This is an optimization exercise on Yosys and OpenROAD, whose aim is small area, not a production implementation.
Function was checked by simulation only, so behaviour that the tests miss may differ from the original.
Power and IR drop assume default switching activity. No driver is modelled on the clock port, so clocking that relies on it looks cheaper here than on a real chip.

==> flow/design.v <==
module router_fifo (input clock, resetn, soft_reset, write_enb, read_enb, tlfd,
                    input [7:0] data_in,
                    output full, empty,
                    output reg [7:0] data_out);
reg [8:0] mem [0:15];
reg [4:0] wp, rp;
function [4:0] step(input [4:0] p);
  step = p[4] ? 5'b00000 :
         p[3:0] == 4'b1000 ? 5'b10000 :
         {1'b0, p[2:0], p[3] ^ p[2] ^ (p[2:0] == 3'b000)};
endfunction
reg [6:0] cnt;    
reg [8:0] rd;
integer i;
always @(*) begin
  rd = 9'd0;
  for (i = 0; i < 16; i = i + 1)
    rd = rd | (mem[i] & {9{rp[3:0] == i}});
end
always @(posedge clock)
  if (write_enb && !wp[4])
    mem[wp[3:0]] <= {tlfd, data_in};
always @(posedge clock)
  if (!resetn || soft_reset)
    wp <= 5'd0;
  else if (write_enb && !full)
    wp <= step(wp);
always @(posedge clock)
  if (!resetn || soft_reset) begin
    rp <= 5'd0;
    data_out <= 8'd0;
  end else if (cnt == 7'd127 && data_out != 8'd0)
    data_out <= 8'd0;
  else if (read_enb && !empty) begin
    rp <= step(rp);
    if (!rp[4])
      data_out <= rd[7:0];
  end
always @(posedge clock)
  if (!resetn || soft_reset)
    cnt <= 7'd127;
  else if (read_enb && !empty) begin
    if (rd[8])
      cnt <= {1'b0, rd[7:2]};
    else if (cnt != 7'd127)
      cnt <= cnt - 7'd1;
  end
assign full  = wp[4] && rp == 5'd0;    
assign empty = (rp == wp);
endmodule
module router_fsm (input clock, resetn, pkt_valid, parity_done,
                   input [1:0] data_in,
                   input soft_reset_0, soft_reset_1, soft_reset_2, fifo_full, low_pkt_valid,
                   input fifo_empty_0, fifo_empty_1, fifo_empty_2,
                   output busy, detect_add, ld_state, laf_state, full_state,
                   output write_enb_reg, rst_int_reg, lfd_state);
localparam DECODE_ADDRESS     = 3'b000,
           LOAD_FIRST_DATA    = 3'b001,
           LOAD_DATA          = 3'b010,
           FIFO_FULL_STATE    = 3'b011,
           LOAD_AFTER_FULL    = 3'b100,
           LOAD_PARITY        = 3'b101,
           CHECK_PARITY_ERROR = 3'b110,
           WAIT_TILL_EMPTY    = 3'b111;
reg [2:0] ste, nste;
reg [1:0] addr;    
always @(posedge clock)
  addr <= data_in;
always @(posedge clock)
  if (!resetn || soft_reset_0 || soft_reset_1 || soft_reset_2)
    ste <= DECODE_ADDRESS;
  else
    ste <= nste;
wire dest_empty = (data_in == 2'd0 && fifo_empty_0) || (data_in == 2'd1 && fifo_empty_1) ||
                  (data_in == 2'd2 && fifo_empty_2);
wire addr_empty = (addr == 2'd0 && fifo_empty_0) || (addr == 2'd1 && fifo_empty_1) ||
                  (addr == 2'd2 && fifo_empty_2);
always @(*)
  case (ste)
    DECODE_ADDRESS:     nste = !pkt_valid || data_in == 2'd3 ? DECODE_ADDRESS :
                               dest_empty ? LOAD_FIRST_DATA : WAIT_TILL_EMPTY;
    LOAD_FIRST_DATA:    nste = LOAD_DATA;
    LOAD_DATA:          nste = fifo_full ? FIFO_FULL_STATE : !pkt_valid ? LOAD_PARITY : LOAD_DATA;
    FIFO_FULL_STATE:    nste = fifo_full ? FIFO_FULL_STATE : LOAD_AFTER_FULL;
    LOAD_AFTER_FULL:    nste = parity_done ? DECODE_ADDRESS : low_pkt_valid ? LOAD_PARITY : LOAD_DATA;
    LOAD_PARITY:        nste = CHECK_PARITY_ERROR;
    CHECK_PARITY_ERROR: nste = fifo_full ? FIFO_FULL_STATE : DECODE_ADDRESS;
    default:            nste = addr_empty ? LOAD_FIRST_DATA : WAIT_TILL_EMPTY;
  endcase
assign detect_add    = (ste == DECODE_ADDRESS);
assign ld_state      = (ste == LOAD_DATA);
assign laf_state     = (ste == LOAD_AFTER_FULL);
assign full_state    = (ste == FIFO_FULL_STATE);
assign write_enb_reg = (ste == LOAD_DATA || ste == LOAD_PARITY || ste == LOAD_AFTER_FULL);
assign rst_int_reg   = (ste == CHECK_PARITY_ERROR);
assign lfd_state     = (ste == LOAD_FIRST_DATA);
assign busy          = !(ste == DECODE_ADDRESS || ste == LOAD_DATA);
endmodule
module router_reg (input clock, resetn, pkt_valid,
                   input [7:0] data_in,
                   input fifo_full, rst_int_reg, detect_add, ld_state, laf_state, full_state, lfd_state,
                   output reg parity_done, low_pkt_valid, err,
                   output reg [7:0] dout);
reg [7:0] ffb, intp;
reg perr, pw;
always @(posedge clock)
  if (detect_add || (ld_state && !fifo_full))
    dout <= data_in;
  else if (laf_state)
    dout <= ffb;
always @(posedge clock)
  if (detect_add)
    intp <= data_in;
  else if (pkt_valid && ld_state)
    intp <= intp ^ data_in;
always @(posedge clock)
  if (ld_state && !pkt_valid)
    perr <= (intp != data_in);
always @(posedge clock)
  if (detect_add)
    pw <= 1'b0;
  else if (ld_state && !pkt_valid)
    pw <= 1'b1;
always @(posedge clock)
  if (!resetn)
    ffb <= 8'd0;
  else if (fifo_full && ld_state)
    ffb <= data_in;
always @(posedge clock)
  parity_done <= !detect_add && laf_state && low_pkt_valid && !parity_done;
always @(posedge clock)
  if (!resetn || rst_int_reg)
    low_pkt_valid <= 1'b0;
  else if (ld_state && !pkt_valid)
    low_pkt_valid <= 1'b1;
always @(posedge clock)
  if (!resetn)
    err <= 1'b0;
  else if (rst_int_reg && (pw ? perr : intp != 8'd0))
    err <= 1'b1;
endmodule
module router_sync (input detect_add,
                    input [1:0] data_in,
                    input write_enb_reg, clock, resetn, read_enb_0, read_enb_1, read_enb_2,
                    input empty_0, empty_1, empty_2, full_0, full_1, full_2,
                    output [2:0] write_enb,
                    output fifo_full,
                    output reg soft_reset_0, soft_reset_1, soft_reset_2,
                    output vld_out_0, vld_out_1, vld_out_2);
reg [1:0] add;    
reg [4:0] count_0, count_1, count_2;
localparam [4:0] C1 = 5'b00001, C30 = 5'b01000;
function [4:0] lfsr(input [4:0] c);
  lfsr = {c[3:0], c[4] ^ c[2]};
endfunction
always @(posedge clock)
  if (detect_add)
    add <= data_in;
assign write_enb = write_enb_reg ? {add == 2'd2, add == 2'd1, add == 2'd0} : 3'b000;
assign fifo_full = (add == 2'd0 && full_0) || (add == 2'd1 && full_1) || (add == 2'd2 && full_2);
assign vld_out_0 = ~empty_0;
assign vld_out_1 = ~empty_1;
assign vld_out_2 = ~empty_2;
always @(posedge clock) begin
  count_0 <= (!vld_out_0 || read_enb_0 || count_0 == C30) ? C1 : lfsr(count_0);
  count_1 <= (!vld_out_1 || read_enb_1 || count_1 == C30) ? C1 : lfsr(count_1);
  count_2 <= (!vld_out_2 || read_enb_2 || count_2 == C30) ? C1 : lfsr(count_2);
  soft_reset_0 <= resetn && vld_out_0 && !read_enb_0 && count_0 == C30;
  soft_reset_1 <= resetn && vld_out_1 && !read_enb_1 && count_1 == C30;
  soft_reset_2 <= resetn && vld_out_2 && !read_enb_2 && count_2 == C30;
end
endmodule
module router_top2 (input clock, resetn, read_enb_0, read_enb_1, read_enb_2,
                    input [7:0] data_in,
                    input pkt_valid,
                    output [7:0] data_out_0, data_out_1, data_out_2,
                    output valid_out_0, valid_out_1, valid_out_2, error, busy);
wire [2:0] write_enb1;
wire [7:0] dt;
wire emt0, emt1, emt2, full_0, full_1, full_2, fifo_full;
wire soft_reset_0, soft_reset_1, soft_reset_2;
wire parity_done, low_pkt_valid, detect_add, ld_state, laf_state, full_state;
wire write_enb_reg, rst_int_reg, lfd_state;
reg tlfd;
always @(posedge clock)
  tlfd <= lfd_state;
router_fsm rfsm (clock, resetn, pkt_valid, parity_done, data_in[1:0], soft_reset_0, soft_reset_1,
                 soft_reset_2, fifo_full, low_pkt_valid, emt0, emt1, emt2, busy, detect_add,
                 ld_state, laf_state, full_state, write_enb_reg, rst_int_reg, lfd_state);
router_sync rsync (detect_add, data_in[1:0], write_enb_reg, clock, resetn, read_enb_0, read_enb_1,
                   read_enb_2, emt0, emt1, emt2, full_0, full_1, full_2, write_enb1, fifo_full,
                   soft_reset_0, soft_reset_1, soft_reset_2, valid_out_0, valid_out_1, valid_out_2);
router_reg rr (clock, resetn, pkt_valid, data_in, fifo_full, rst_int_reg, detect_add, ld_state,
               laf_state, full_state, lfd_state, parity_done, low_pkt_valid, error, dt);
router_fifo rf1 (clock, resetn, soft_reset_0, write_enb1[0], read_enb_0, tlfd, dt, full_0, emt0, data_out_0);
router_fifo rf2 (clock, resetn, soft_reset_1, write_enb1[1], read_enb_1, tlfd, dt, full_1, emt1, data_out_1);
router_fifo rf3 (clock, resetn, soft_reset_2, write_enb1[2], read_enb_2, tlfd, dt, full_2, emt2, data_out_2);
endmodule
==> flow/flow/run.sh <==
#!/bin/bash
# The standard ORFS flow (the standard.sh), with:
#  - synthesis: the standard flow's script, but ABC maps for area (flow/area.abc)
#  - CTS without dummy loads, sink clusters sized for clkbuf_16
#  - port buffers (one per input and output, as standard) of the smallest
#    buffer cell
# Each tool's output goes to the ORFS logs under orfs/logs; make's output to
# standard.log.
set -euo pipefail
HERE=$PWD
export AREA_ABC_DIR=$HERE/flow
cat $HERE/flow/area_hook.tcl $HERE/synth_recipe.tcl > $HERE/area_synth.tcl
CTS="-sink_clustering_enable -repair_clock_nets -dont_use_dummy_load -sink_clustering_size 30 -sink_clustering_max_diameter 60 -buf_list sky130_fd_sc_hd__clkbuf_16"
bash standard.sh SYNTH_SCRIPT=$HERE/area_synth.tcl "CTS_ARGS=$CTS" "BUFFER_PORTS_ARGS=-buffer_cell sky130_fd_sc_hd__buf_1" finish > standard.log 2>&1
==> flow/flow/area.abc <==
&get -n
&st
&dch
&nf -R 1000
&st
&dch
&nf -R 1000
&put
==> flow/flow/area_hook.tcl <==
# Sourced before the standard flow's synthesis script: ABC maps the logic for area with
# area.abc (beside this file) instead of ORFS's speed script. Everything else
# in the synthesis is the standard flow's. Registers are mapped before ABC runs, and ABC
# does not touch them.
set ::area_abc_script [file join $::env(AREA_ABC_DIR) area.abc]
proc abc {args} {
  set i [lsearch -exact $args -script]
  if {$i >= 0} { lset args [expr {$i + 1}] $::area_abc_script }
  puts "area hook: abc $args"
  yosys abc {*}$args
}
==> flow/standard.sh <==
#!/bin/bash
# synth_recipe.tcl (not shown) runs the flow's synth.tcl, then flattens the netlist and writes it again
# the make line also repeats each setting of config.mk as NAME=value (left out here)
make -C /OpenROAD-flow-scripts/flow DESIGN_CONFIG=/design/flow/config.mk WORK_HOME=/design/flow/orfs CLKGATE_MAP_FILE= SYNTH_SCRIPT=/design/flow/synth_recipe.tcl "${@:-finish}"
==> flow/config.mk <==
export PLATFORM = sky130hd
export DESIGN_NAME = router_top2
export DESIGN_NICKNAME = router_top2
export VERILOG_FILES = /design/flow/design.v
export SDC_FILE = /design/flow/constraint.sdc
export NUM_CORES = 4
export LEC_CHECK = 0
export CAP_MARGIN = 20
export CORE_MARGIN = 2
export CORE_UTILIZATION = 60
export PLACE_DENSITY = 0.7
export SLEW_MARGIN = 20
==> flow/constraint.sdc <==
create_clock -name core_clock -period 5.0 [get_ports {clock}]
set_input_delay 1.0000 -clock core_clock [delete_from_list [all_inputs] [get_ports {clock}]]
set_output_delay 1.0000 -clock core_clock [all_outputs]
set_load 0.01 [all_outputs]
==> results.json, run 1 <==
{
  "start_kind": "flop",
  "synth-seq-cells": 562,
  "first_iter_violations": 1803,
  "rsz0062_at_grt": "false",
  "drv_slew": 0,
  "ctsHoldBuffers": 0,
  "h-tree-depth": 2,
  "layout.nets": 1630,
  "ios": 43,
  "clockBufferDepth": 3,
  "dp_hpwl_microns": 33900,
  "min_from": "rsync.count_0[1]",
  "synth_edf_count": 451,
  "antenna_cells": 0,
  "fin_cells": 2045,
  "min_period_over_period_pct": 72.5,
  "worstReg2RegEnd": "rf2.cnt[5]",
  "ys_seq_area_share_pct": 73.1,
  "reg2reg_depth": 7,
  "m1WireLength_microns": 21600,
  "timing_hold_violations_final": 0,
  "hp-class": "reg -> reg",
  "cts_tree": "done",
  "post-route-min-period_ps": 3630,
  "syn-num-nets": 1526,
  "max_cap_violations": 0,
  "postSynth.asyncResetShare_pct": 0,
  "crit_type": "reg -> reg",
  "cts-root-buf": "clkbuf_16",
  "post_cts_resized": 0,
  "dp.cells": 2008,
  "clk_latency_ps": 550,
  "wl_met3_microns": 5170,
  "area_growth_pct": 8.48,
  "grt_overflow": 0,
  "r2r-start": "rf2.rp[2]",
  "r2r_setup_slack_ps": 1370,
  "path_max_fanout": 14,
  "place_congestion": 0.924,
  "start_util_pct": 60.8,
  "post-cts-setup-buffers": 0,
  "cp.required_ps": 5380,
  "dr_total_vias": 13400,
  "die_h_microns": 194,
  "core_area_sq_mm": 0.0355,
  "clock-sinks": 562,
  "wl_met2_microns": 24600,
  "port_buffers": 42,
  "track_usage_pct": 28.0,
  "layout-drive-gt1-share_pct": 4.17,
  "tightest_slew_ps": 1110,
  "dr.pass1.iters": 6,
  "antenna_found_initial": 0,
  "end_kind": "flop",
  "finalSetupTns_ps": 0,
  "fillers": 2540,
  "cts_buffers": 36,
  "top_layer": "met4",
  "ys_warn_count": 5,
  "wl_microns": 52600,
  "fp.dieW_microns": 194,
  "avgSynthCellArea_sq_um": 14.5,
  "first_global_vias": 12900,
  "min_delay_path_depth": 1,
  "ir_worst_vdd_v": 0.000445,
  "arrival_ps": 4000,
  "finClkSkew_ps": 51.8,
  "ys_types": 45,
  "syn-instance-count": 1482,
  "pwr_density_cell_mw_per_mm2": 528,
  "detail-route-antenna-nets": 0,
  "wire_per_inst_microns": 25.7,
  "fmax_ghz": 0.276,
  "route.detailed.drc": 0,
  "p_leak_nw": 7.51,
  "status": "timing/DRC/antenna clean",
  "via_per_inst": 6.57,
  "setup_viol": 0,
  "rows": 69,
  "hold_end": "rsync.count_0[2]",
  "grt_max_degree": 49,
  "slew_headroom_pct": 25.7,
  "synthFlopType": "edfxtp_1",
  "clkTransAtPathRegs_ps": 70,
  "grt_pass1_wl_microns": 79200,
  "dieArea_sq_mm": 0.0375,
  "synth_area_sq_mm": 0.0216
}
layout by cell type, fill, tap and decap left out, types with 11 or more instances in the layout:
cell type    n
mux2_1      17
nand4_1     28
xor2_1      26
buf_1       42
nor2_1     122
clkinv_1    28
a22oi_1     86
nor3_1      38
nand2b_1    17
ha_1        30
dfxtp_1    110
nor4_1      12
and2_0      48
nand3_1     28
a221oi_1    24
nor2b_1     11
buf_4       23
xnor2_1     14
clkbuf_16   36
and3_1      16
a22o_1      23
edfxtp_1   451
nand2_1     89
a222oi_1    48
a21oi_1     66
o21ai_0     69
state kept, by name, summed over array words and instances, names as in the netlist, 8 cells and up:
signal / cells
rf3.data_out: 8
rf1.data_out: 8
rf1.mem: 144
rr.intp: 8
rf2.mem: 144
rr.dout: 8
rr.ffb: 8
rf3.mem: 144
rf2.data_out: 8
synth_stat cells, drive strengths merged (2+ instances only):
library cell,n,area (sq um)
edfxtp,451,13500
nor2,126,473
dfxtp,111,2220
nand2,89,334
a22oi,86,646
o21ai,69,345
a21oi,66,330
a222oi,48,480
and2,48,300
nor3,39,195
ha,30,375
clkinv,28,105
nand3,28,140
nand4,28,175
xor2,26,228
a221oi,24,210
a22o,23,201
mux2,17,191
nand2b,17,106
and3,16,100
xnor2,14,123
nor4,12,75.1
nor2b,11,68.8
a211oi,8,60.1
and4,7,61.3
nand3b,7,52.6
a32oi,6,52.6
a31oi,5,31.3
o21a,5,37.5
o31ai,5,37.5
nor3b,4,30.0
o22ai,4,25.0
o21bai,3,22.5
or3,3,18.8
or4,3,22.5
a2111oi,2,17.5
o211a,2,20.0
o221a,2,22.5
o31a,2,17.5
or3b,2,17.5
power by group:
group | total (mW) | leakage (nW) | switching, mW | internal [mW]
registers | 6.34 | 5.01 | 0.380 | 5.96
logic | 3.32 | 2.05 | 2.37 | 0.952
clock network | 2.68 | 0.444 | 1.40 | 1.28
through the flow:
stage	hold slack [ps]	worst slack (ps)	utilization, %	power, mW	cell area (sq um)
finish	461	1370	65.9	12.3	23400
global route	486	1070	65.9	12.9	23400
CTS	456	1510	65.9	12.3	23400
detailed placement	447	1500	63.3	9.71	22500
global placement	435	1630	63.3	9.62	22500
floorplan	416	2240	-	8.36	21600
critical path, stage by stage (launching register included):
cell and delay [ps]:
dfxtp_1 440, clkinv_1 190, ha_1 290, and2_0 420, a22oi_1 490, nand4_1 550
o21bai_1 880, o21ai_0 220
worst max path at each step:
stage          slack, ps  depth (start not counted)   startpoint       endpoint
2_1_floorplan       2240                          7  rfsm.ste[2]  rf3.mem[8][0]
5_1_grt             1070                          8    rf1.rp[2]     rf1.cnt[4]
6_report            1370                          7    rf2.rp[2]     rf2.cnt[5]
4_1_cts             1510                          8    rf2.rp[2]     rf2.cnt[5]
3_5_place_dp        1500                          8    rf2.rp[2]     rf2.cnt[2]
3_3_place_gp        1630                          6  rfsm.ste[2]  rf1.mem[0][5]
per-layer routing:
metal / vias to the layer above / global-route usage (%)
met5: - / 0
met4: 0 / 6.81
met3: 86 / 4.57
met2: 679 / 44.6
met1: 6594 / 40.9
li1: 6079 / -
kinds of logic (layout without fill, tap and decap cells):
group	after synthesis	in the layout	share of synthesized area, %
and+or+nand+nor	441	441	10.1
muxes	18	18	0.934
adders and majority gates	30	30	1.74
xor gates and xnor gates	40	40	1.62
AOI/OAI and AO/OA	363	363	12.0
DFF	562	562	73.1
buffers and inverters	28	130	0.487
area by class of cell:
class	instances	area [sq um]	share of cell area, %
Tap cell	461	577	2.47
Inverter	28	105	0.449
Timing Repair Buffer	66	335	1.43
Clock buffer	36	901	3.85
Multi-Input combinational cell	892	5700	24.4
Sequential cell	562	15800	67.4
==> run 2, diff against run 1 <==
--- a/flow/flow/run.sh
+++ b/flow/flow/run.sh
@@ -12,3 +12,3 @@
 cat $HERE/flow/area_hook.tcl $HERE/synth_recipe.tcl > $HERE/area_synth.tcl
-CTS="-sink_clustering_enable -repair_clock_nets -dont_use_dummy_load -sink_clustering_size 30 -sink_clustering_max_diameter 60 -buf_list sky130_fd_sc_hd__clkbuf_16"
+CTS="-sink_clustering_enable -repair_clock_nets -dont_use_dummy_load -sink_clustering_size 30 -sink_clustering_max_diameter 100 -buf_list sky130_fd_sc_hd__clkbuf_16"
 bash standard.sh SYNTH_SCRIPT=$HERE/area_synth.tcl "CTS_ARGS=$CTS" "BUFFER_PORTS_ARGS=-buffer_cell sky130_fd_sc_hd__buf_1" finish > standard.log 2>&1
==> run 2 against run 1 <==
Maximum frequency increased by 1.4%. Highest routed layer unchanged. Critical endpoint unchanged. Still clean. Worst hold slack improved by 9.6 ps. Setup slack gained 49 ps. Die area did not move. Sequential power about the same. Non-clock buffer count stayed put. Wire length fell by 0.49%.
==> results.json, run 2 <==
{
  "wl_microns": 52300,
  "post-route-min-period_ps": 3580,
  "layout_common_cells": "edfxtp_1 (451), nor2_1 (122), dfxtp_1 (110)",
  "ys_types": 45,
  "post-cts-setup-buffers": 0,
  "crit_type": "reg -> reg",
  "whs_ps": 471,
  "p_leak_nw": 7.33,
  "cts_tree": "done",
  "r2r_setup_slack_ps": 1420,
  "slew_headroom_pct": 25.4,
  "grt_max_degree": 49,
  "hp-class": "reg -> reg",
  "tightest_slew_ps": 1110,
  "synthFlopType": "edfxtp_1",
  "dieArea_sq_mm": 0.0375,
  "clock-sinks": 562,
  "yosys-top-cells-area": "edfxtp_1 (63%), dfxtp_1 (10%), a22oi_1 (3.0%)",
  "route.detailed.drc": 0,
  "path_max_fanout": 14,
  "timing_hold_violations_final": 0,
  "first_global_vias": 12800,
  "core_area_sq_mm": 0.0355,
  "cts_buffers": 22,
  "antenna_found_initial": 0,
  "synth_largest_area_cell": "edfxtp_1",
  "ir_worst_vdd_v": 0.000384,
  "finClkSkew_ps": 26.4,
  "pwr_density_cell_mw_per_mm2": 510,
  "synth_edf_count": 451,
  "fp.dieW_microns": 194,
  "dp.cells": 2008,
  "place_congestion": 0.924,
  "track_usage_pct": 27.7,
  "final_area_sq_mm": 0.0230,
  "syn-num-nets": 1526,
  "postSynth.asyncResetShare_pct": 0,
  "layout-drive-gt1-share_pct": 3.31,
  "synth_area_sq_mm": 0.0216,
  "fin_cells": 2031,
  "max_cap_violations": 0,
  "synth.most_common_cell": "edfxtp_1",
  "grt_pass1_wl_microns": 78900,
  "avgSynthCellArea_sq_um": 14.5,
  "post_cts_resized": 0,
  "dp_hpwl_microns": 33900,
  "detail-route-antenna-nets": 0,
  "dr.pass1.iters": 8,
  "area_growth_pct": 6.86,
  "min_period_over_period_pct": 71.6,
  "rsz0062_at_grt": "false",
  "synth-seq-cells": 562,
  "arrival_ps": 3990,
  "post-route-util_pct": 64.9,
  "clkTransAtPathRegs_ps": 110,
  "fmax_ghz": 0.280,
  "layout.nets": 1616,
  "end_kind": "flop",
  "dpl_cell_area_sq_mm": 0.0225,
  "fillers": 2597,
  "ys_seq_area_share_pct": 73.1,
  "port_buffers": 42,
  "syn-instance-count": 1482,
  "ios": 43,
  "via_per_inst": 6.59,
  "rows": 69,
  "clk_latency_ps": 550,
  "netlist.area_leader.share_pct": 62.8,
  "status": "timing/DRC/antenna clean",
  "start_kind": "flop",
  "clockBufferDepth": 3,
  "h-tree-depth": 1,
  "synth_top_cells_by_count": "edfxtp_1 (451), nor2_1 (126), dfxtp_1 (111), nand2_1 (89), a22oi_1 (86)",
  "ys_warn_count": 5,
  "antenna_cells": 0,
  "cp.required_ps": 5410,
  "cts-root-buf": "clkbuf_16",
  "ctsHoldBuffers": 0,
  "layout_commonest_cell": "edfxtp_1",
  "wire_per_inst_microns": 25.8,
  "dr_total_vias": 13400,
  "setup_viol": 0,
  "drv_slew": 0,
  "start_util_pct": 60.8,
  "grt_overflow": 0,
  "die_h_microns": 194,
  "finalSetupTns_ps": 0,
  "first_iter_violations": 1904
}
==> run 2: layout make-up <==
class                           instances  area [sq um]  area share (%)
Sequential cell                       562         15800            68.4
Timing Repair Buffer                   66           335            1.46
Inverter                               28           105           0.456
Clock buffer                           22           551            2.39
Tap cell                              461           577            2.50
Multi-Input combinational cell        892          5700            24.8
==> run 2: where the power goes <==
| part | switching, mW | internal, mW | total [mW] |
|---|---|---|---|
| logic | 2.37 | 0.953 | 3.32 |
| registers | 0.383 | 5.96 | 6.34 |
| clock network | 1.29 | 0.797 | 2.09 |
==> run 2: per-layer routing <==
layer	GRT usage [%]	wire [microns]	vias up
met1	41.1	22000	6597
met2	45.1	24800	661
met3	3.29	4580	63
met4	5.12	967	0
li1	-	-	6054
met5	0	0	-
==> run 2: through the flow <==
step	total power, mW	setup slack (ps)
floorplan	8.36	2240
global placement	9.62	1630
detailed placement	9.71	1500
CTS	11.7	1490
global route	12.3	1070
finish	11.7	1420
==> run 2: kinds of logic (layout without fill, tap and decap cells) <==
| family | after synthesis | count (layout) | share of synthesized area [%] |
|---|---|---|---|
| flops | 562 | 562 | 73.1 |
| simple gates | 441 | 441 | 10.1 |
| xor+xnor | 40 | 40 | 1.62 |
| fa+ha+maj | 30 | 30 | 1.74 |
| mux | 18 | 18 | 0.934 |
| compound gates | 363 | 363 | 12.0 |
| buf+inv | 28 | 116 | 0.487 |
==> run 2: worst paths after layout <==
check                           cells after the start                to        startpoint
worst max-delay path                                8        rf2.cnt[5]         rf2.rp[2]
worst min-delay path                                1  rsync.count_0[1]  rsync.count_0[0]
worst max register to register                      8        rf2.cnt[5]         rf2.rp[2]
worst min register to register                      1  rsync.count_0[1]  rsync.count_0[0]
==> run 2: critical path: stages (launching register included) <==
cell and delay [ps]:
dfxtp_1 460, clkinv_1 190, ha_1 290, and2_0 400
a22oi_1 350, and4_1 230, nand4_1 420, o21bai_1 870
o21ai_0 220
==> run 3, diff against run 2 <==
--- a/flow/flow/run.sh
+++ b/flow/flow/run.sh
@@ -12,3 +12,3 @@
 cat $HERE/flow/area_hook.tcl $HERE/synth_recipe.tcl > $HERE/area_synth.tcl
-CTS="-sink_clustering_enable -repair_clock_nets -dont_use_dummy_load -sink_clustering_size 30 -sink_clustering_max_diameter 100 -buf_list sky130_fd_sc_hd__clkbuf_16"
+CTS="-sink_clustering_enable -repair_clock_nets -dont_use_dummy_load -sink_clustering_size 30 -sink_clustering_max_diameter 100 -buf_list \"sky130_fd_sc_hd__clkbuf_8 sky130_fd_sc_hd__clkbuf_16\" -sink_clustering_buffer sky130_fd_sc_hd__clkbuf_16 -root_buf sky130_fd_sc_hd__clkbuf_8 -tree_buf sky130_fd_sc_hd__clkbuf_8"
 bash standard.sh SYNTH_SCRIPT=$HERE/area_synth.tcl "CTS_ARGS=$CTS" "BUFFER_PORTS_ARGS=-buffer_cell sky130_fd_sc_hd__buf_1" finish > standard.log 2>&1
==> run 3 against run 2 <==
The run now fails in clock tree synthesis (4_1_cts). Synthesized area unchanged. Synthesized cell count stayed put.
==> results.json, run 3 <==
{
  "pre_cts_ws_ps": 1500,
  "status": "stopped before the end",
  "synth_edf_count": 451,
  "die_h_microns": 194,
  "synth_top_cells_by_count": "edfxtp_1 (451), nor2_1 (126), dfxtp_1 (111), nand2_1 (89), a22oi_1 (86)",
  "synth_area_sq_mm": 0.0216,
  "dp.cells": 2008,
  "synth.most_common_cell": "edfxtp_1",
  "place_congestion": 0.924,
  "ys_warn_count": 5,
  "yosys-top-cells-area": "edfxtp_1 (63%), dfxtp_1 (10%), a22oi_1 (3.0%)",
  "dp_hpwl_microns": 33900,
  "ios": 43,
  "syn-instance-count": 1482,
  "fp.dieW_microns": 194,
  "stop_stage": "clock tree synthesis (4_1_cts)",
  "syn-num-nets": 1526,
  "error": "[ERROR STA-0564] clock_tree_synthesis positional arguments not supported.",
  "ys_types": 45,
  "synth-seq-cells": 562,
  "start_util_pct": 60.8,
  "port_buffers": 42,
  "synth_largest_area_cell": "edfxtp_1",
  "postSynth.asyncResetShare_pct": 0,
  "rows": 69,
  "synthFlopType": "edfxtp_1",
  "avgSynthCellArea_sq_um": 14.5,
  "netlist.area_leader.share_pct": 62.8,
  "ys_seq_area_share_pct": 73.1
}
-- run 3: power groups by stage --
stage | clock network (mW) | logic, mW | registers, mW
global placement | 0 | 3.20 | 6.41
detailed placement | 0 | 3.28 | 6.44
floorplan | 0 | 1.79 | 6.58
-- run 3: worst max-delay path by stage --
| stage | from | to |
|---|---|---|
| 3_5_place_dp | rf2.rp[2] | rf2.cnt[2] |
| 3_3_place_gp | rfsm.ste[2] | rf1.mem[0][5] |
| 2_1_floorplan | rfsm.ste[2] | rf3.mem[8][0] |
-- run 3: logic make-up after synthesis --
logic type,count (synthesis),share of synthesized area [%]
adder cells (fa/ha/maj),30,1.74
buffers and inverters,28,0.487
AND/OR/NAND/NOR,441,10.1
multiplexers,18,0.934
XOR/XNOR,40,1.62
flip-flops,562,73.1
AO/OA/AOI/OAI,363,12.0
-- run 3: stage by stage --
step | util [%] | hold WS [ps] | cell area (sq um)
floorplan | - | 416 | 21600
global placement | 63.3 | 435 | 22500
detailed placement | 63.3 | 447 | 22500
==> run 4, diff against run 3 <==
--- a/flow/flow/run.sh
+++ b/flow/flow/run.sh
@@ -12,3 +12,3 @@
 cat $HERE/flow/area_hook.tcl $HERE/synth_recipe.tcl > $HERE/area_synth.tcl
-CTS="-sink_clustering_enable -repair_clock_nets -dont_use_dummy_load -sink_clustering_size 30 -sink_clustering_max_diameter 100 -buf_list \"sky130_fd_sc_hd__clkbuf_8 sky130_fd_sc_hd__clkbuf_16\" -sink_clustering_buffer sky130_fd_sc_hd__clkbuf_16 -root_buf sky130_fd_sc_hd__clkbuf_8 -tree_buf sky130_fd_sc_hd__clkbuf_8"
+CTS="-sink_clustering_enable -repair_clock_nets -dont_use_dummy_load -sink_clustering_size 30 -sink_clustering_max_diameter 100 -buf_list {sky130_fd_sc_hd__clkbuf_8 sky130_fd_sc_hd__clkbuf_16} -sink_clustering_buffer sky130_fd_sc_hd__clkbuf_16 -root_buf sky130_fd_sc_hd__clkbuf_8 -tree_buf sky130_fd_sc_hd__clkbuf_8"
 bash standard.sh SYNTH_SCRIPT=$HERE/area_synth.tcl "CTS_ARGS=$CTS" "BUFFER_PORTS_ARGS=-buffer_cell sky130_fd_sc_hd__buf_1" finish > standard.log 2>&1
==> run 4 against run 3 <==
Synthesized area unchanged. Now clean on timing, DRC and antenna. Synthesized cell count unchanged.
==> results.json, run 4 <==
{
  "status": "timing/DRC/antenna clean",
  "antenna_cells": 0,
  "clockBufferDepth": 3,
  "final_area_sq_mm": 0.0230,
  "whs_ps": 471,
  "layout.nets": 1616,
  "route.detailed.drc": 0,
  "drv_slew": 0,
  "wire_per_inst_microns": 25.8,
  "layout-drive-gt1-share_pct": 3.31,
  "netlist.area_leader.share_pct": 62.8,
  "synth.most_common_cell": "edfxtp_1",
  "first_global_vias": 12800,
  "dr.pass1.iters": 7,
  "ys_types": 45,
  "first_iter_violations": 1827,
  "cts_tree": "done",
  "die_h_microns": 194,
  "critPathBufInv": 1,
  "post-cts-setup-buffers": 0,
  "area_growth_pct": 6.70,
  "layout_commonest_cell": "edfxtp_1",
  "crit_type": "reg -> reg",
  "synth_edf_count": 451,
  "ir_worst_vdd_v": 0.000383,
  "hold_end": "rsync.count_0[1]",
  "clkTransAtPathRegs_ps": 110,
  "synth_top_cells_by_count": "edfxtp_1 (451), nor2_1 (126), dfxtp_1 (111), nand2_1 (89), a22oi_1 (86)",
  "h-tree-depth": 1,
  "cts-root-buf": "clkbuf_8",
  "synth_area_sq_mm": 0.0216,
  "cts_buffers": 22,
  "tightest_slew_ps": 1100,
  "slowest_stage": "o21bai_1",
  "dr_total_vias": 13500,
  "pwr_density_cell_mw_per_mm2": 508,
  "hp-class": "reg -> reg",
  "layout_common_cells": "edfxtp_1 (451), nor2_1 (122), dfxtp_1 (110)",
  "slew_headroom_pct": 26.7,
  "r2r_setup_slack_ps": 1350,
  "cpLargestDelayFamily": "compound AO/OA/AOI/OAI gates",
  "path_max_fanout": 14,
  "synth-seq-cells": 562,
  "grt_overflow": 0,
  "detail-route-antenna-nets": 0,
  "rows": 69,
  "finalSetupTns_ps": 0,
  "fp.dieW_microns": 194,
  "synthFlopType": "edfxtp_1",
  "cp_cell_sequence": "clkinv_1, ha_1, and2_0, a22oi_1, and4_1, nand4_1, o21bai_1, o21ai_0",
  "dieArea_sq_mm": 0.0375,
  "worstReg2RegEnd": "rf2.cnt[5]",
  "ys_seq_area_share_pct": 73.1,
  "wl_microns": 52500,
  "avgSynthCellArea_sq_um": 14.5,
  "via_per_inst": 6.63,
  "syn-instance-count": 1482,
  "ctsHoldBuffers": 0,
  "port_buffers": 42,
  "syn-num-nets": 1526,
  "dpl_cell_area_sq_mm": 0.0225,
  "antenna_found_initial": 0,
  "reg2reg_depth": 8,
  "post_cts_resized": 0,
  "setup_viol": 0,
  "dp_hpwl_microns": 33900,
  "clk_latency_ps": 650,
  "rsz0062_at_grt": "false",
  "synth_largest_area_cell": "edfxtp_1",
  "start_kind": "flop",
  "min_from": "rsync.count_0[0]",
  "postSynth.asyncResetShare_pct": 0,
  "end_kind": "flop",
  "yosys-top-cells-area": "edfxtp_1 (63%), dfxtp_1 (10%), a22oi_1 (3.0%)",
  "r2r-start": "rf2.rp[2]",
  "min_delay_path_depth": 1,
  "max_cap_violations": 0,
  "max_stage_delay_ps": 870,
  "grt_max_degree": 49,
  "timing_hold_violations_final": 0,
  "fmax_ghz": 0.274,
  "start_util_pct": 60.8,
  "post-route-min-period_ps": 3650,
  "ys_warn_count": 5,
  "finClkSkew_ps": 25.2,
  "min_period_over_period_pct": 73.1,
  "core_area_sq_mm": 0.0355,
  "ios": 43,
  "p_leak_nw": 7.32,
  "cp.required_ps": 5500,
  "place_congestion": 0.924,
  "track_usage_pct": 27.7,
  "grt_pass1_wl_microns": 78900,
  "arrival_ps": 4160,
  "clock-sinks": 562
}
## run 4: final cells by class
type,instances,area (sq um)
sequential,562,15800
fill,2602,12500
multi-input combinational,892,5700
tap,461,577
clock buffer,22,517
timing repair buffer,66,335
inverter,28,105
## run 4: power breakdown
part	switching (mW)	total, mW	internal, mW
Sequential	0.384	6.34	5.96
Clock	1.29	2.02	0.734
Combinational	2.37	3.32	0.953
Total	4.04	11.7	7.65
## run 4: per-layer routing
layer,vias to the layer above,track usage [%],share of wire (%)
met4,0,5.48,2.1
met2,682,45.1,47
met3,70,3.10,9.3
met1,6662,41.2,42
met5,-,0,0
li1,6042,-,-
## run 4: kinds of logic after synthesis
kind of cell	after synthesis	share of synthesized area, %
xor+xnor	40	1.62
compound gates	363	12.0
buf+inv	28	0.487
simple gates	441	10.1
mux	18	0.934
fa+ha+maj	30	1.74
flops	562	73.1
## run 4: how the worst max path moves through the flow
| stage | startpoint | end | slack, ps | depth (start not counted) |
|---|---|---|---|---|
| 2_1_floorplan | rfsm.ste[2] | rf3.mem[8][0] | 2240 | 7 |
| 3_3_place_gp | rfsm.ste[2] | rf1.mem[0][5] | 1630 | 6 |
| 3_5_place_dp | rf2.rp[2] | rf2.cnt[2] | 1500 | 8 |
| 4_1_cts | rf2.rp[2] | rf2.cnt[5] | 1490 | 8 |
| 5_1_grt | rf1.rp[2] | rf1.cnt[4] | 1070 | 8 |
| 6_report | rf2.rp[2] | rf2.cnt[5] | 1350 | 8 |
## run 4: through the flow
| stage | setup WS, ps | power (mW) | util (%) | cells |
|---|---|---|---|---|
| global placement | 1630 | 9.62 | 63.3 | 2007 |
| floorplan | 2240 | 8.36 | - | 1482 |
| detailed placement | 1500 | 9.71 | 63.3 | 2008 |
| finish | 1350 | 11.7 | 64.8 | 2031 |
| CTS | 1490 | 11.7 | 64.8 | 2030 |
| global route | 1070 | 12.2 | 64.8 | 2031 |
==> run 5, diff against run 4 <==
--- a/flow/design.v
+++ b/flow/design.v
@@ -11,3 +11,4 @@
 endfunction
-reg [6:0] cnt;    
+reg zero;
+reg [5:0] cnt;
 reg [8:0] rd;
@@ -31,3 +32,3 @@
     data_out <= 8'd0;
-  end else if (cnt == 7'd127 && data_out != 8'd0)
+  end else if (zero && data_out != 8'd0)
     data_out <= 8'd0;
@@ -40,8 +41,15 @@
   if (!resetn || soft_reset)
-    cnt <= 7'd127;
+    zero <= 1'b1;
   else if (read_enb && !empty) begin
     if (rd[8])
-      cnt <= {1'b0, rd[7:2]};
-    else if (cnt != 7'd127)
-      cnt <= cnt - 7'd1;
+      zero <= 1'b0;
+    else if (cnt == 6'd0)
+      zero <= 1'b1;
+  end
+always @(posedge clock)
+  if (read_enb && !empty) begin
+    if (rd[8])
+      cnt <= rd[7:2];
+    else
+      cnt <= cnt - 6'd1;
   end
--- a/flow/flow/run.sh
+++ b/flow/flow/run.sh
@@ -12,3 +12,3 @@
 cat $HERE/flow/area_hook.tcl $HERE/synth_recipe.tcl > $HERE/area_synth.tcl
-CTS="-sink_clustering_enable -repair_clock_nets -dont_use_dummy_load -sink_clustering_size 30 -sink_clustering_max_diameter 100 -buf_list {sky130_fd_sc_hd__clkbuf_8 sky130_fd_sc_hd__clkbuf_16} -sink_clustering_buffer sky130_fd_sc_hd__clkbuf_16 -root_buf sky130_fd_sc_hd__clkbuf_8 -tree_buf sky130_fd_sc_hd__clkbuf_8"
+CTS="-sink_clustering_enable -repair_clock_nets -dont_use_dummy_load -sink_clustering_size 30 -sink_clustering_max_diameter 100 -buf_list sky130_fd_sc_hd__clkbuf_16"
 bash standard.sh SYNTH_SCRIPT=$HERE/area_synth.tcl "CTS_ARGS=$CTS" "BUFFER_PORTS_ARGS=-buffer_cell sky130_fd_sc_hd__buf_1" finish > standard.log 2>&1
==> flow/flow/area.abc (replaced) <==
&get -n
&st
&dch
&nf -R 1000
&put
==> run 5 against run 4 <==
Sequential share of layout area rose by 1.3 points. Global-route usage fell by 1.9 points. Critical path type unchanged. Sequential power fell by 2%. Non-clock buffer count fell by 9. Largest cell class unchanged.
==> results.json, run 5 <==
{
  "fp.dieW_microns": 193,
  "fin_cells": 1983,
  "grt_overflow": 0,
  "synth_largest_area_cell": "edfxtp_1",
  "synth_top_cells_by_count": "edfxtp_1 (469), nor2_1 (148), nand2_1 (107), dfxtp_1 (93), a222oi_1 (87)",
  "port_buffers": 42,
  "wire_per_inst_microns": 24.0,
  "ctsHoldBuffers": 0,
  "arrival_ps": 3870,
  "p_leak_nw": 7.26,
  "postSynth.asyncResetShare_pct": 0,
  "ys_seq_area_share_pct": 74.5,
  "ys_types": 43,
  "clkTransAtPathRegs_ps": 110,
  "multi_input_area_sq_mm": 0.00536,
  "die_h_microns": 193,
  "clock-sinks": 562,
  "ios": 43,
  "avgSynthCellArea_sq_um": 14.8,
  "cts-root-buf": "clkbuf_16",
  "detail-route-antenna-nets": 0,
  "via_per_inst": 6.50,
  "timing_hold_violations_final": 0,
  "dp.cells": 1961,
  "syn-num-nets": 1487,
  "seqPwrFrac_pct": 57.3,
  "reg2reg_depth": 11,
  "antenna_cells": 0,
  "path_max_fanout": 10,
  "switching_share_pct": 31.4,
  "min_period_over_period_pct": 68.9,
  "ir_worst_vdd_v": 0.000335,
  "p_int_mw": 7.42,
  "dieArea_sq_mm": 0.0372,
  "status": "timing/DRC/antenna clean",
  "seqCellArea_sq_mm": 0.0159,
  "start_kind": "flop",
  "start_util_pct": 60.6,
  "yosys-top-cells-area": "edfxtp_1 (66%), dfxtp_1 (8.7%), a222oi_1 (4.1%)",
  "max_cap_violations": 0,
  "rsz0062_at_grt": "false",
  "dr_total_vias": 12900,
  "fillers": 2580,
  "slew_headroom_pct": 33.7,
  "dp_hpwl_microns": 30800,
  "rows": 69,
  "crit_type": "reg -> reg",
  "dr.pass1.iters": 9,
  "p_comb_share_pct": 23.5,
  "pwr_density_cell_mw_per_mm2": 474,
  "track_usage_pct": 25.8,
  "clk_latency_ps": 560,
  "area_growth_pct": 6.65,
  "grt_pass1_wl_microns": 72100,
  "clkPwrFrac_pct": 19.2,
  "cp.required_ps": 5430,
  "layout-drive-gt1-share_pct": 2.83,
  "first_global_vias": 12200,
  "core_area_sq_mm": 0.0353,
  "end_kind": "flop",
  "cts_buffers": 22,
  "cts_tree": "done",
  "p_total_mw": 10.8,
  "synth_edf_count": 469,
  "place_congestion": 0.853,
  "synth-seq-cells": 562,
  "setup_viol": 0,
  "synth.most_common_cell": "edfxtp_1",
  "wl_microns": 47600,
  "syn-instance-count": 1443,
  "layout_commonest_cell": "edfxtp_1",
  "drv_slew": 0,
  "route.detailed.drc": 0,
  "synth_area_sq_mm": 0.0214,
  "layout_common_cells": "edfxtp_1 (469), nor2_1 (146), nand2_1 (107)",
  "antenna_found_initial": 0,
  "layout.nets": 1568,
  "hp-class": "reg -> reg",
  "first_iter_violations": 1733,
  "netlist.area_leader.share_pct": 65.8,
  "finClkSkew_ps": 40.0,
  "clockBufferDepth": 3,
  "power_switching_mw": 3.39,
  "h-tree-depth": 1,
  "post_cts_resized": 0,
  "ys_warn_count": 5,
  "post-route-min-period_ps": 3440,
  "finalSetupTns_ps": 0,
  "fmax_ghz": 0.290,
  "min_delay_path_depth": 1,
  "tightest_slew_ps": 991,
  "grt_max_degree": 49,
  "post-cts-setup-buffers": 0,
  "synthFlopType": "edfxtp_1"
}
## run 5: final cells by class
type | count | area share [%]
repair buffers | 57 | 1.18
clock buffers | 22 | 2.41
multi-input cells | 851 | 23.5
well taps | 461 | 2.53
inverters | 30 | 0.494
flip-flops and latches | 562 | 69.9
## run 5: metrics by stage
stage / hold slack [ps] / setup slack (ps) / utilization, % / cell area (sq um)
5_1_grt: 475 / 1250 / 64.6 / 22800
6_report: 462 / 1560 / 64.6 / 22800
2_1_floorplan: 415 / 2190 / - / 21400
3_5_place_dp: 447 / 1630 / 63.0 / 22300
4_1_cts: 461 / 1590 / 64.6 / 22800
3_3_place_gp: 437 / 1680 / 63.0 / 22200
## run 5: cells by family (layout without fill, tap and decap cells)
kind of cell,Yosys count,after routing,share of synthesized area [%]
DFF,562,562,74.5
and+or+nand+nor,455,455,10.1
AOI/OAI and AO/OA,317,317,10.9
xor gates and xnor gates,34,34,1.39
adders and majority gates,30,30,1.75
buffers and inverters,30,109,0.526
muxes,15,15,0.784
## run 5: path summary, 6_finish.rpt
check,startpoint,end,slack (ps)
max,rf1.rp[2],rf1.data_out[1],1560
min,rr.parity_done,rr.parity_done,460
max reg2reg,rf1.rp[2],rf1.data_out[1],1560
min reg2reg,rr.parity_done,rr.parity_done,460
## run 5: layer usage
metal	vias up	wire (microns)	GRT usage, %
met5	-	0	0
met4	0	771	4.46
met3	45	3530	2.73
met2	542	22600	41.4
met1	6445	20800	39.2
li1	5866	-	-
## run 5: worst max-delay path, stage by stage, from the launching register on
cell,delay [ps]
dfxtp_1,480
clkinv_1,160
ha_1,250
and2_0,340
a222oi_1,390
a21boi_0,260
nand3_1,110
a221o_1,280
a221o_1,270
a221o_1,270
a221oi_1,380
a21oi_1,130
## run 5: power groups by stage
stage,clock network [mW],registers (mW),logic [mW]
finish,2.07,6.19,2.54
global route,2.25,6.24,2.80
CTS,2.12,6.19,2.53
detailed placement,0,6.29,2.52
global placement,0,6.28,2.45
floorplan,0,6.48,1.30
==> run 6, diff against run 5 <==
==> flow/flow/run.sh (replaced) <==
#!/bin/bash
# The standard ORFS flow (the standard.sh), with:
#  - synthesis: the standard flow's script, but ABC maps for area (flow/area.abc), and
#    adders are left to ABC instead of ORFS's half/full-adder cells
#  - CTS without dummy loads, sink clusters of up to 30 on clkbuf_16,
#    clkbuf_8 above them
#  - port buffers (one per input and output, as standard) of the smallest
#    buffer cell
# Each tool's output goes to the ORFS logs under orfs/logs; make's output to
# standard.log.
set -euo pipefail
HERE=$PWD
export AREA_ABC_DIR=$HERE/flow
cat $HERE/flow/area_hook.tcl $HERE/synth_recipe.tcl > $HERE/area_synth.tcl
CTS="-sink_clustering_enable -repair_clock_nets -dont_use_dummy_load -sink_clustering_size 30 -sink_clustering_max_diameter 100 -buf_list {sky130_fd_sc_hd__clkbuf_8 sky130_fd_sc_hd__clkbuf_16} -sink_clustering_buffer sky130_fd_sc_hd__clkbuf_16 -root_buf sky130_fd_sc_hd__clkbuf_8 -tree_buf sky130_fd_sc_hd__clkbuf_8"
bash standard.sh SYNTH_SCRIPT=$HERE/area_synth.tcl ADDER_MAP_FILE= "CTS_ARGS=$CTS" "BUFFER_PORTS_ARGS=-buffer_cell sky130_fd_sc_hd__buf_1" finish > standard.log 2>&1
==> flow/flow/area.abc (replaced) <==
&get -n
&st
&dch
&nf -p -C 32 -F 10 -R 1000
&put
==> run 6 against run 5 <==
Sequential share of layout area rose by 1.2 points. Clock skew decreased by 13 ps. Synthesized area down 2.5%. Still clean on timing, DRC and antenna. Utilization grew 0.64 points. Highest routed layer unchanged. First-iteration DRC count rose by 22%. Wire length fell by 0.28%. Cell area fell by 1.7%. Register-to-register slack improved by 50 ps. Critical path depth down 6. Clock power decreased by 3%. Global-route usage grew 0.35 points. Critical endpoint is now valid_out_0.
==> results.json, run 6 <==
{
  "synthXorXnorAreaFrac_pct": 1.47,
  "antenna_found_initial": 0,
  "h-tree-depth": 1,
  "synthMuxAreaShare_pct": 1.15,
  "cts_buffers": 22,
  "wl_microns": 47500,
  "clock-sinks": 562,
  "synth_area_sq_mm": 0.0209,
  "arrival_ps": 2720,
  "min_period_over_period_pct": 74.5,
  "die_h_microns": 190,
  "cts-root-buf": "clkbuf_8",
  "yosys.area_share.simple_pct": 10.6,
  "ios": 43,
  "synthFlopType": "edfxtp_1",
  "fp.dieW_microns": 190,
  "place_congestion": 0.901,
  "post-route-util_pct": 65.3,
  "ir_worst_vdd_v": 0.000338,
  "slew_headroom_pct": 24.1,
  "layout.nets": 1483,
  "max_cap_violations": 0,
  "dp_hpwl_microns": 30300,
  "whs_ps": 458,
  "cp.required_ps": 4000,
  "layout_setup_ws_ps": 1280,
  "finalSetupTns_ps": 0,
  "track_usage_pct": 26.1,
  "layout_common_cells": "edfxtp_1 (469), nor2_1 (159), nand2_1 (103)",
  "critPathLaunch": "rf1.rp[2]",
  "hp-class": "reg -> reg",
  "grt_max_degree": 49,
  "layout_commonest_cell": "edfxtp_1",
  "rsz0062_at_grt": "false",
  "rows": 68,
  "start_util_pct": 60.7,
  "avgSynthCellArea_sq_um": 15.2,
  "area_growth_pct": 7.50,
  "timing_hold_violations_final": 0,
  "syn-num-nets": 1384,
  "ys_types": 44,
  "dr_total_vias": 12900,
  "post-route-min-period_ps": 3720,
  "end_kind": "output port",
  "synth_edf_count": 469,
  "start_kind": "flop",
  "ys_warn_count": 5,
  "min_from": "rsync.count_1[1]",
  "grt_pass1_wl_microns": 71300,
  "r2r-start": "rfsm.ste[2]",
  "synth_largest_area_cell": "edfxtp_1",
  "first_iter_violations": 2117,
  "cts_tree": "done",
  "layout-drive-gt1-share_pct": 4.64,
  "postSynth.asyncResetShare_pct": 0,
  "status": "timing/DRC/antenna clean",
  "synth.most_common_cell": "edfxtp_1",
  "fmax_ghz": 0.269,
  "via_per_inst": 6.69,
  "post_cts_resized": 0,
  "crit_type": "reg -> out",
  "fillers": 2510,
  "post-cts-setup-buffers": 0,
  "syn-instance-count": 1370,
  "synthAdderAreaFrac_pct": 0,
  "clockBufferDepth": 3,
  "grt_overflow": 0,
  "clk_latency_ps": 650,
  "tightest_slew_ps": 1130,
  "detail-route-antenna-nets": 0,
  "wire_per_inst_microns": 24.7,
  "pwr_density_cell_mw_per_mm2": 403,
  "path_max_fanout": 11,
  "netlist.area_leader.share_pct": 67.5,
  "p_leak_nw": 6.95,
  "finClkSkew_ps": 27.5,
  "clkTransAtPathRegs_ps": 110,
  "yosys-top-cells-area": "edfxtp_1 (67%), dfxtp_1 (8.9%), a222oi_1 (4.5%)",
  "ctsHoldBuffers": 0,
  "first_global_vias": 11900,
  "antenna_cells": 0,
  "pre_cts_ws_ps": 1600,
  "setup_viol": 0,
  "dr.pass1.iters": 9,
  "ys_seq_area_share_pct": 76.4,
  "p_total_mw": 9.04,
  "route.detailed.drc": 0,
  "dieArea_sq_mm": 0.0363,
  "synth-seq-cells": 562,
  "drv_slew": 0,
  "synth_top_family_by_area": "simple AND/OR/NAND/NOR gates",
  "synth_compound_area_share_pct": 10.3,
  "port_buffers": 42,
  "synth_top_cells_by_count": "edfxtp_1 (469), nor2_1 (160), nand2_1 (103), a222oi_1 (93), dfxtp_1 (93)",
  "core_area_sq_mm": 0.0344
}
## run 6: changes by cell type after synthesis, moves of 14 or more
cell / previous run / this run
ha_1: 30 / 0
clkinv_1: 30 / 7
and2_0: 49 / 10
nor3_1: 25 / 49
a21oi_1: 72 / 34
and3_1: 15 / 1
nand2b_1: 13 / 29
## run 6: worst max-delay path, cell delays in order (launching register included)
cell and delay, ps:
dfxtp_1 590, xnor2_1 170, nand3_1 90, nor3_1 750, clkinv_1 310, buf_1 200
## run 6: path summary, 6_finish.rpt
kind	end	slack, ps	cells after the start
setup / recovery	valid_out_0	1280	5
hold / removal	rsync.count_1[2]	460	1
setup reg to reg	rf2.mem[14][2]	1610	5
hold reg to reg	rsync.count_1[2]	460	1
## run 6: routing by layer
layer / vias to the layer above / part of all wire, % / global-route usage, %
met5: - / 0 / 0
met4: 0 / 2.0 / 5.66
met3: 61 / 9.4 / 4.05
met2: 667 / 47 / 41.7
met1: 6397 / 41 / 38.7
li1: 5731 / - / -
## run 6: layout make-up
| type | instances | area [sq um] | area share [%] |
|---|---|---|---|
| Tap cell | 455 | 569 | 2.54 |
| Clock buffer | 22 | 517 | 2.30 |
| Inverter | 7 | 26.3 | 0.117 |
| Multi-Input combinational cell | 801 | 4970 | 22.2 |
| Timing Repair Buffer | 75 | 405 | 1.81 |
| Sequential cell | 562 | 15900 | 71.1 |
## run 6: cell families (layout without fill, tap and decap cells)
logic type                Yosys count  in the layout
xor gates and xnor gates           35             35
muxes                              22             22
buffers and inverters               7            104
DFF                               562            562
AOI/OAI and AO/OA                 277            277
and+or+nand+nor                   467            467
## run 6: metrics by stage
| stage | cells | area (sq um) |
|---|---|---|
| floorplan | 1370 | 20900 |
| global placement | 1900 | 21900 |
| detailed placement | 1900 | 21900 |
| CTS | 1922 | 22400 |
| global route | 1922 | 22400 |
| finish | 1922 | 22400 |
## run 6: report_power, final
group | leakage [nW] | total [mW] | switching, mW | internal, mW
Combinational | 1.67 | 1.27 | 0.941 | 0.330
Clock | 0.256 | 2.01 | 1.27 | 0.735
Sequential | 5.02 | 5.77 | 0.172 | 5.59
==> run 7, diff against run 6 <==
--- a/flow/config.mk
+++ b/flow/config.mk
@@ -9,4 +9,4 @@
 export CORE_MARGIN = 2
-export CORE_UTILIZATION = 60
-export PLACE_DENSITY = 0.7
+export CORE_UTILIZATION = 70
+export PLACE_DENSITY = 0.8
 export SLEW_MARGIN = 20
==> run 7 against run 6 <==
Clock power hardly changed. First-iteration DRC count is 3.0% higher. Die area is 14% lower. Critical endpoint unchanged. Cell count is 3.4% lower. Global-route usage is 3.2 points higher. Still clean. Largest cell class unchanged.
==> results.json, run 7 <==
{
  "wl_microns": 45500,
  "cp_cell_sequence": "xnor2_1, nand3_1, nor3_1, clkinv_1, buf_1",
  "slew_headroom_pct": 26.1,
  "start_util_pct": 70.8,
  "first_iter_violations": 2180,
  "synth_largest_area_cell": "edfxtp_1",
  "end_kind": "output port",
  "antenna_cells": 0,
  "status": "timing/DRC/antenna clean",
  "synth.most_common_cell": "edfxtp_1",
  "finalSetupTns_ps": 0,
  "ys_warn_count": 5,
  "port_buffers": 42,
  "tightest_slew_ps": 1100,
  "clockBufferDepth": 3,
  "postSynth.asyncResetShare_pct": 0,
  "area_growth_pct": 6.97,
  "clock-sinks": 562,
  "critPathBufInv": 2,
  "first_global_vias": 12100,
  "route.detailed.drc": 0,
  "drv_slew": 0,
  "synth-seq-cells": 562,
  "grt_pass1_wl_microns": 69300,
  "ctsHoldBuffers": 0,
  "layout.nets": 1482,
  "layout_commonest_cell": "edfxtp_1",
  "arrival_ps": 2780,
  "ir_worst_vdd_v": 0.000378,
  "post-route-min-period_ps": 3780,
  "dr_total_vias": 12900,
  "cts_buffers": 22,
  "ys_types": 44,
  "detail-route-antenna-nets": 0,
  "dp_hpwl_microns": 29100,
  "syn-instance-count": 1370,
  "max_stage_delay_ps": 750,
  "start_kind": "flop",
  "wire_per_inst_microns": 24.5,
  "post-cts-setup-buffers": 0,
  "fillers": 1773,
  "pwr_density_cell_mw_per_mm2": 404,
  "h-tree-depth": 1,
  "ys_seq_area_share_pct": 76.4,
  "layout-drive-gt1-share_pct": 4.50,
  "post_cts_resized": 0,
  "grt_max_degree": 49,
  "via_per_inst": 6.94,
  "yosys-top-cells-area": "edfxtp_1 (67%), dfxtp_1 (8.9%), a222oi_1 (4.5%)",
  "die_h_microns": 177,
  "rows": 63,
  "core_area_sq_mm": 0.0295,
  "max_cap_violations": 0,
  "min_period_over_period_pct": 75.6,
  "dr.pass1.iters": 7,
  "rsz0062_at_grt": "false",
  "grt_overflow": 0,
  "clkTransAtPathRegs_ps": 110,
  "synth_area_sq_mm": 0.0209,
  "synth_top_cells_by_count": "edfxtp_1 (469), nor2_1 (160), nand2_1 (103), a222oi_1 (93), dfxtp_1 (93)",
  "cts-root-buf": "clkbuf_8",
  "cpLargestDelayFamily": "simple AND/OR/NAND/NOR gates",
  "synthFlopType": "edfxtp_1",
  "crit_type": "reg -> out",
  "cts_tree": "done",
  "clk_latency_ps": 650,
  "track_usage_pct": 29.4,
  "layout_common_cells": "edfxtp_1 (469), nor2_1 (158), nand2_1 (103)",
  "setup_viol": 0,
  "p_leak_nw": 6.93,
  "syn-num-nets": 1384,
  "finClkSkew_ps": 45.2,
  "fp.dieW_microns": 177,
  "synth_edf_count": 469,
  "timing_hold_violations_final": 0,
  "cp.required_ps": 4000,
  "avgSynthCellArea_sq_um": 15.2,
  "antenna_found_initial": 0,
  "post-route-util_pct": 75.7,
  "path_max_fanout": 11,
  "place_congestion": 0.879,
  "hp-class": "reg -> reg",
  "fmax_ghz": 0.264,
  "slowest_stage": "nor3_1",
  "netlist.area_leader.share_pct": 67.5,
  "ios": 43,
  "dieArea_sq_mm": 0.0312
}
run 7: cell counts after synthesis:
Identical to the previous run, type by type.
run 7: final cells by class:
type | count | area (sq um) | share of cell area [%]
flip-flops and latches | 562 | 15900 | 71.4
multi-input cells | 801 | 4950 | 22.2
clock buffers | 22 | 517 | 2.32
well taps | 390 | 488 | 2.19
repair buffers | 74 | 393 | 1.76
inverters | 7 | 26.3 | 0.118
run 7: layer usage:
| layer | GRT usage (%) | wire (microns) | vias to the layer above |
|---|---|---|---|
| met2 | 45.5 | 21300 | 754 |
| li1 | - | - | 5725 |
| met4 | 8.99 | 1240 | 0 |
| met5 | 0 | 0 | - |
| met3 | 3.93 | 4700 | 88 |
| met1 | 44.6 | 18300 | 6322 |
run 7: stage by stage:
| stage | std cells | power, mW | cell area [sq um] | worst slack (ps) | hold WS (ps) |
|---|---|---|---|---|---|
| finish | 1856 | 9.02 | 22300 | 1220 | 468 |
| global route | 1856 | 9.28 | 22300 | 1210 | 483 |
| CTS | 1855 | 8.99 | 22300 | 1280 | 468 |
| detailed placement | 1833 | 7.10 | 21800 | 1640 | 449 |
| global placement | 1832 | 7.04 | 21700 | 1660 | 434 |
| floorplan | 1370 | 6.55 | 20900 | 2240 | 422 |
run 7: power breakdown:
part	internal, mW	switching (mW)	total [mW]
Clock	0.734	1.26	1.99
Sequential	5.59	0.149	5.74
Combinational	0.326	0.954	1.28
Total	6.65	2.36	9.02
run 7: cells by family (layout without fill, tap and decap cells):
family | after synthesis | count (layout) | synth area share (%)
flip-flops | 562 | 562 | 76.4
AND/OR/NAND/NOR | 467 | 467 | 10.6
AO/OA/AOI/OAI | 277 | 277 | 10.3
XOR/XNOR | 35 | 35 | 1.47
multiplexers | 22 | 22 | 1.15
buffers and inverters | 7 | 103 | 0.126
run 7: path summary, 6_finish.rpt:
kind	from	cells after the start	slack (ps)	endpoint
worst max register to register	rfsm.ste[2]	6	1650	rf1.mem[14][6]
worst min-delay path	rr.parity_done	1	470	rr.parity_done
worst max-delay path	rf1.rp[2]	5	1220	valid_out_0
worst min register to register	rr.parity_done	1	470	rr.parity_done
==> run 8, diff against run 7 <==
--- a/flow/config.mk
+++ b/flow/config.mk
@@ -7,3 +7,3 @@
 export LEC_CHECK = 0
-export CAP_MARGIN = 20
+export CAP_MARGIN = 0
 export CORE_MARGIN = 2
@@ -11,2 +11,2 @@
 export PLACE_DENSITY = 0.8
-export SLEW_MARGIN = 20
+export SLEW_MARGIN = 0
==> run 8 against run 7 <==
Die area unchanged. Global-route usage decreased by 0.12 points. Sequential share of layout area up 0.16 points. Clock power is essentially flat. Still clean on timing, DRC and antenna. Register-to-register slack got worse by 300 ps. Sequential power about the same. Count of clock-buffer cells in the layout unchanged. Cell area fell by 0.22%. Clock skew fell by 5.5 ps. Worst hold slack got worse by 0.65 ps. Sequential cell count is the same. Setup slack improved by 71 ps. Largest power group unchanged.
==> results.json, run 8 <==
{
  "status": "timing/DRC/antenna clean",
  "ir_worst_vdd_v": 0.000355,
  "p_comb_share_pct": 14.2,
  "cts_tree": "done",
  "cts-root-buf": "clkbuf_8",
  "detail-route-antenna-nets": 0,
  "drv_slew": 0,
  "min_from": "rsync.count_0[3]",
  "area_growth_pct": 6.73,
  "crit_type": "reg -> out",
  "multi_input_area_sq_mm": 0.00491,
  "pwr_density_cell_mw_per_mm2": 404,
  "layout.nets": 1481,
  "rows": 63,
  "wl_microns": 45400,
  "syn-num-nets": 1384,
  "tightest_slew_ps": 1280,
  "fillers": 1792,
  "fmax_ghz": 0.269,
  "finalSetupTns_ps": 0,
  "timing_hold_violations_final": 0,
  "critPathLaunch": "rf1.rp[2]",
  "cts_buffers": 22,
  "ys_types": 44,
  "ys_seq_area_share_pct": 76.4,
  "synth.most_common_cell": "edfxtp_1",
  "synth-seq-cells": 562,
  "core_area_sq_mm": 0.0295,
  "dieArea_sq_mm": 0.0312,
  "antenna_found_initial": 0,
  "place_congestion": 0.879,
  "first_global_vias": 12100,
  "via_per_inst": 6.98,
  "layout-drive-gt1-share_pct": 3.75,
  "syn-instance-count": 1370,
  "r2r-start": "rfsm.ste[2]",
  "route.detailed.drc": 0,
  "avgSynthCellArea_sq_um": 15.2,
  "wire_per_inst_microns": 24.5,
  "synth_area_sq_mm": 0.0209,
  "port_buffers": 42,
  "clockBufferDepth": 3,
  "dpl_cell_area_sq_mm": 0.0217,
  "dr.pass1.iters": 10,
  "slew_headroom_pct": 14.0,
  "arrival_ps": 2710,
  "p_leak_nw": 6.89,
  "antenna_cells": 0,
  "grt_overflow": 0,
  "dp_hpwl_microns": 29000,
  "start_util_pct": 70.8,
  "switching_share_pct": 26.1,
  "rsz0062_at_grt": "false",
  "fp.dieW_microns": 177,
  "die_h_microns": 177,
  "h-tree-depth": 1,
  "whs_ps": 468,
  "clkPwrFrac_pct": 22.1,
  "dr_total_vias": 13000,
  "cp_cell_sequence": "xnor2_1, nand3_1, nor3_1, clkinv_1, buf_1",
  "end_kind": "output port",
  "synth_largest_area_cell": "edfxtp_1",
  "cp.required_ps": 4000,
  "track_usage_pct": 29.3,
  "layout_commonest_cell": "edfxtp_1",
  "clock-sinks": 562,
  "fin_cells": 1855,
  "dp.cells": 1832,
  "max_cap_violations": 0,
  "ios": 43,
  "setup_viol": 0,
  "grt_pass1_wl_microns": 69000,
  "synth_top_cells_by_count": "edfxtp_1 (469), nor2_1 (160), nand2_1 (103), a222oi_1 (93), dfxtp_1 (93)",
  "postSynth.asyncResetShare_pct": 0,
  "netlist.area_leader.share_pct": 67.5,
  "post_cts_resized": 0,
  "synth_edf_count": 469,
  "p_total_mw": 9.01,
  "yosys-top-cells-area": "edfxtp_1 (67%), dfxtp_1 (8.9%), a222oi_1 (4.5%)",
  "post-cts-setup-buffers": 0,
  "start_kind": "flop",
  "slowest_stage": "nor3_1",
  "post-route-min-period_ps": 3710,
  "finClkSkew_ps": 39.7,
  "first_iter_violations": 2194,
  "max_stage_delay_ps": 690,
  "ys_warn_count": 5,
  "min_period_over_period_pct": 74.2,
  "power_switching_mw": 2.35,
  "clk_latency_ps": 650,
  "ctsHoldBuffers": 0,
  "seqCellArea_sq_mm": 0.0159,
  "clkTransAtPathRegs_ps": 110,
  "final_area_sq_mm": 0.0223,
  "p_int_mw": 6.65,
  "seqPwrFrac_pct": 63.8,
  "path_max_fanout": 11,
  "hp-class": "reg -> reg",
  "synthFlopType": "edfxtp_1",
  "layout_common_cells": "edfxtp_1 (469), nor2_1 (160), nand2_1 (103)",
  "grt_max_degree": 49
}
-- run 8: power groups by stage --
stage                     Clock (mW)  Sequential (mW)  Combinational (mW)
after floorplan                    0             5.97               0.575
after global placement             0             5.83                1.21
after detailed placement           0             5.85                1.26
after CTS                       2.01             5.74                1.26
after global routing            2.14             5.77                1.38
final                           1.99             5.74                1.28
-- run 8: through the flow --
| stage | util (%) | setup WS (ps) |
|---|---|---|
| after floorplan | - | 2240 |
| after CTS | 75.5 | 1310 |
| final | 75.5 | 1290 |
| after global placement | 73.8 | 1660 |
| after global routing | 75.5 | 1010 |
| after detailed placement | 73.8 | 1490 |
-- run 8: routing by layer --
metal	vias up	global-route usage (%)	share of wire [%]
met5	-	0	0
met4	0	8.85	2.9
met3	87	4.19	9.5
met2	793	45.6	47
met1	6339	44.0	41
li1	5732	-	-
-- run 8: final timing paths --
check	slack, ps	cells past startpoint	to
max reg2reg	1350	5	rf1.mem[14][6]
min reg2reg	470	1	rsync.count_0[4]
max	1290	5	valid_out_0
min	470	1	rsync.count_0[4]
-- run 8: worst max-delay path: cells and delay by family (launching register included) --
family        cells  cell delay [ps]
xor+xnor          1              170
buf+inv           2              520
simple gates      2              770
flops             1              610
-- run 8: layout make-up --
| class | instances | area share [%] |
|---|---|---|
| Tap cell | 390 | 2.19 |
| Multi-Input combinational cell | 801 | 22.0 |
| Timing Repair Buffer | 73 | 1.74 |
| Sequential cell | 562 | 71.6 |
| Clock buffer | 22 | 2.32 |
| Inverter | 7 | 0.118 |
-- run 8: kinds of logic (layout without fill, tap and decap cells) --
group	Yosys count	in the layout	synth area share, %
DFF	562	562	76.4
muxes	22	22	1.15
xor gates and xnor gates	35	35	1.47
AOI/OAI and AO/OA	277	277	10.3
and+or+nand+nor	467	467	10.6
buffers and inverters	7	102	0.126

-- re-timing with driven ports --
Ports are ideal in the flow. The routed layouts listed here were re-timed in OpenROAD. Step 1 (the two cells are an assumption about what drives the block):
set clk [get_ports {clock}]
set_driving_cell -lib_cell sky130_fd_sc_hd__clkbuf_16 $clk
set_driving_cell -lib_cell sky130_fd_sc_hd__buf_2 [delete_from_list [all_inputs] $clk]
Step 2 also shifts input and output timing later by t, the mid clock arrival at the registers, as if the neighbouring blocks saw the same clock. Slacks: ideal ports / drivers / drivers and shift; pairs: ideal ports / drivers.
run	t, ns	setup slack, ns	hold WS [ns]
run 1	0.582	1.373 / 1.373 / 1.373	0.461 / 0.461 / 0.461
run 2	0.595	1.422 / 1.422 / 1.422	0.471 / 0.471 / 0.471
run 4	0.692	1.346 / 1.346 / 1.346	0.471 / 0.471 / 0.471
run 5	0.595	1.556 / 1.556 / 1.556	0.462 / 0.462 / 0.462
run 6	0.685	1.276 / 1.224 / 1.614	0.458 / 0.458 / 0.458
run 7	0.678	1.218 / 1.172 / 1.648	0.468 / 0.468 / 0.468
run 8	0.677	1.289 / 1.241 / 1.346	0.468 / 0.468 / 0.468
After both steps setup and hold are still met in every run listed.
